This is an optimization exercise on Yosys and OpenROAD, whose aim is small area and a short achievable clock period, not a production implementation. Only simulation tests tie the RTL to the original design; equivalence was not proved. Power figures rest on the tool's default switching activity, not on a simulated workload.

Setup of middle:
// TIMER_TOP
module TIMER_TOP (
	input  wire        sys_clk,
	input  wire        sys_rst_n,
	input  wire        tim_psel,
	input  wire        tim_write,
	input  wire        tim_penable,
	input  wire [11:0] tim_paddr,
	input  wire [31:0] tim_pwdata,
	output wire [31:0] tim_prdata,
	input  wire [3:0]  tim_pstrb,
	output wire        tim_pready,
	output wire        tim_int,
	input  wire        dbg_mode
);
	reg apb_wait;    
	reg rdy_rd;      
	reg rdy_wr;      
	always @(posedge sys_clk or negedge sys_rst_n) begin
		if (~sys_rst_n) begin
			apb_wait <= 1'b0;
			rdy_rd   <= 1'b0;
			rdy_wr   <= 1'b0;
		end else begin
			apb_wait <= tim_psel & ~tim_penable;
			rdy_rd   <= apb_wait & ~tim_write;
			rdy_wr   <= apb_wait &  tim_write;
		end
	end
	assign tim_pready = rdy_rd | rdy_wr;
	reg sel_tcr, sel_tdr0, sel_tdr1, sel_tcmp0, sel_tcmp1, sel_tier, sel_tisr, sel_thcsr;
	wire addr_hi0 = (tim_paddr[11:5] == 7'd0) & (tim_paddr[1:0] == 2'd0);
	wire [31:0] wdata = tim_pwdata & {{8{tim_pstrb[3]}}, {8{tim_pstrb[2]}}, {8{tim_pstrb[1]}}, {8{tim_pstrb[0]}}};
	wire we_tcr   = rdy_wr & sel_tcr;
	wire we_tdr0  = rdy_wr & sel_tdr0;
	wire we_tdr1  = rdy_wr & sel_tdr1;
	wire we_tcmp0 = rdy_wr & sel_tcmp0;
	wire we_tcmp1 = rdy_wr & sel_tcmp1;
	wire we_tier  = rdy_wr & sel_tier;
	wire we_tisr  = rdy_wr & sel_tisr;
	wire we_thcsr = rdy_wr & sel_thcsr;
	reg       timer_en;
	reg       div_en;
	reg [3:0] div_val;
	wire tcr_same   = {wdata[11:8], wdata[1]} == {div_val, div_en};
	wire tcr_gt8    = wdata[11] & (|wdata[10:8]);
	wire tcr_en_we  = we_tcr & tcr_same;
	wire tcr_div_we = we_tcr & ~wdata[0] & ~timer_en & ~tcr_gt8;
	always @(posedge sys_clk or negedge sys_rst_n) begin
		if (~sys_rst_n) begin
			timer_en <= 1'b0;
		end else if (tcr_en_we) begin
			timer_en <= wdata[0];
		end
	end
	always @(posedge sys_clk or negedge sys_rst_n) begin
		if (~sys_rst_n) begin
			div_en   <= 1'b0;
			div_val  <= 4'd1;
		end else if (tcr_div_we) begin
			div_en   <= wdata[1];
			div_val  <= wdata[11:8];
		end
	end
	reg int_en, int_st, halt_req;
	wire halt_ack = halt_req & dbg_mode;
	always @(posedge sys_clk or negedge sys_rst_n) begin
		if (~sys_rst_n) begin
			int_en   <= 1'b0;
			halt_req <= 1'b0;
  ...
Size in the first run: ~1,000 cells after synthesis, roughly 190 flip-flops, roughly 88 I/O pins, ~0.0088 sq mm of cells after synthesis.
Settings: LEC_CHECK=0, CAP_MARGIN=20, CORE_MARGIN=2, CORE_UTILIZATION=70, PLACE_DENSITY=0.85, SETUP_SLACK_MARGIN=2.9, SLEW_MARGIN=20; clock period 5.5 ns.
standard.sh (not shown) runs the stock make flow with config.mk's settings and CLKGATE_MAP_FILE= SYNTH_SCRIPT=/design/flow/synth_recipe.tcl, a recipe that flattens the netlist after the stock synthesis.
==> flow/flow/run.sh <==
#!/bin/bash
set -euo pipefail
WD=$PWD
CLUSTER=$(cat flow/cts_cluster_size 2>/dev/null || echo 30)
CTS_EXTRA=$(cat flow/cts_extra 2>/dev/null || true)
export BUFFER_PORTS_ARGS="-buffer_cell sky130_fd_sc_hd__buf_1"
export CTS_ARGS="-sink_clustering_enable -repair_clock_nets -buf_list sky130_fd_sc_hd__clkbuf_8 -dont_use_dummy_load -sink_clustering_size $CLUSTER $CTS_EXTRA"
if [[ -f flow/abc.script ]]; then
  rm -rf "$WD/scripts_abc"
  cp -r "$FLOW_HOME/scripts" "$WD/scripts_abc"
  cp flow/abc.script "$WD/scripts_abc/abc_speed.script"
  bash standard.sh "SCRIPTS_DIR=$WD/scripts_abc" synth > synth_flow.log 2>&1
fi
bash standard.sh "BUFFER_PORTS_ARGS=$BUFFER_PORTS_ARGS" "CTS_ARGS=$CTS_ARGS" finish > standard_flow.log 2>&1
==> flow/flow/abc.script <==
&get -n
&st
&dch
&nf
&put
Here is what was changed in the inputs of west compared with middle.
diff --git a/flow/design.v b/flow/design.v
--- a/flow/design.v
+++ b/flow/design.v
@@ -113,26 +113,20 @@
 		sel_tdr0  <= sel_tdr0_d;
 		sel_tdr1  <= sel_tdr1_d;
 		sel_tcmp0 <= sel_tcmp0_d;
 		sel_tcmp1 <= sel_tcmp1_d;
 		sel_tier  <= sel_tier_d;
 		sel_tisr  <= sel_tisr_d;
 		sel_thcsr <= sel_thcsr_d;
 	end
-	reg out_of_reset;
-	always @(posedge sys_clk or negedge sys_rst_n) begin
-		if (~sys_rst_n)
-			out_of_reset <= 1'b0;
-		else
-			out_of_reset <= 1'b1;
-	end
 	reg timer_en_d;
 	reg [31:0] cnt_lo, cnt_hi;
-	wire clr = (timer_en_d & ~timer_en) | ~out_of_reset;
+	wire clr = timer_en_d & ~timer_en;
+	wire lo_ones = &cnt_lo;
 	always @(posedge sys_clk) begin
 		timer_en_d <= timer_en;
 	end
 	wire [63:0] cnt = {cnt_hi, cnt_lo};
 	wire [63:0] ones_below;    
 	wire [7:0]  blk_ones;      
 	genvar bi, bk;
 	generate
@@ -144,28 +138,31 @@
 				else if (bk == 0)
 					assign ones_below[8*bi] = &blk_ones[bi-1:0];
 				else
 					assign ones_below[8*bi+bk] = ones_below[8*bi] & (&cnt[8*bi+bk-1:8*bi]);
 			end
 		end
 	endgenerate
 	wire [63:0] cnt_inc = cnt ^ ({64{cnt_en}} & ones_below);
-	always @(posedge sys_clk) begin
-		if (clr) begin
+	always @(posedge sys_clk or negedge sys_rst_n) begin
+		if (~sys_rst_n) begin
 			cnt_lo <= 32'd0;
 			cnt_hi <= 32'd0;
+		end else if (clr) begin
+			cnt_lo <= 32'd0;
+			cnt_hi <= 32'd0;
 		end else begin
 			cnt_lo <= we_tdr0 ? wdata : cnt_inc[31:0];
 			cnt_hi <= we_tdr1 ? wdata : cnt_inc[63:32];
 		end
 	end
 	reg [31:0] tcmp0_n, tcmp1_n;
-	always @(posedge sys_clk) begin
-		if (~out_of_reset) begin
+	always @(posedge sys_clk or negedge sys_rst_n) begin
+		if (~sys_rst_n) begin
 			tcmp0_n <= 32'h0;
 			tcmp1_n <= 32'h0;
 		end else begin
 			if (we_tcmp0) tcmp0_n <= ~wdata;
 			if (we_tcmp1) tcmp1_n <= ~wdata;
 		end
 	end
 	wire [31:0] tcmp0 = ~tcmp0_n, tcmp1 = ~tcmp1_n;
## What came out
- Final cell count delta for west relative to middle: 31 higher
- Delta (west minus middle): buffers plus inverters on the worst setup path was more or less identical; clock network contribution to total cell area held; portion of total power attributed to the clock network now sits at about the same level; total track usage fell by 3.1 points.
- The post-CTS clock slew at the launch and capture registers of the worst setup and hold paths was comparable across middle and west.
- Between middle and west, the register-to-register slack does not differ in any meaningful way.
- Measured against each other, middle and west differ in total power of the final layout, the lower figure coming from west.
- middle → west: utilization decreased 0.16 points, post-synthesis net count increased 27.

-- static timing again, ports no longer ideal --
The results above use ideal ports. As a check the final layouts listed here were re-extracted and re-timed, cells and wires unchanged.
Step 1 assumes that a clkbuf_16 drives the clock port and a buf_2 every other input.
Step 2 also shifts input and output timing later by t, the mid clock arrival at the registers, as if the neighbouring blocks saw the same clock.
Three values: ideal ports, drivers, drivers and shift; two values: the first two.
| run | t, ns | slack for setup (ns) | worst slew at a driven data input, ns | cell pins on the clock port's net |
|---|---|---|---|---|
| middle | 0.499 | 2.885 / 2.843 / 2.410 | 0.05 | 1 |
| west | 0.500 | 2.918 / 2.878 / 2.447 | 0.07 | 1 |
After both steps setup and hold are still met in every run listed. The setup slack of middle, which loses most, moves by -0.042 ns with the drivers and by -0.475 ns with both steps.
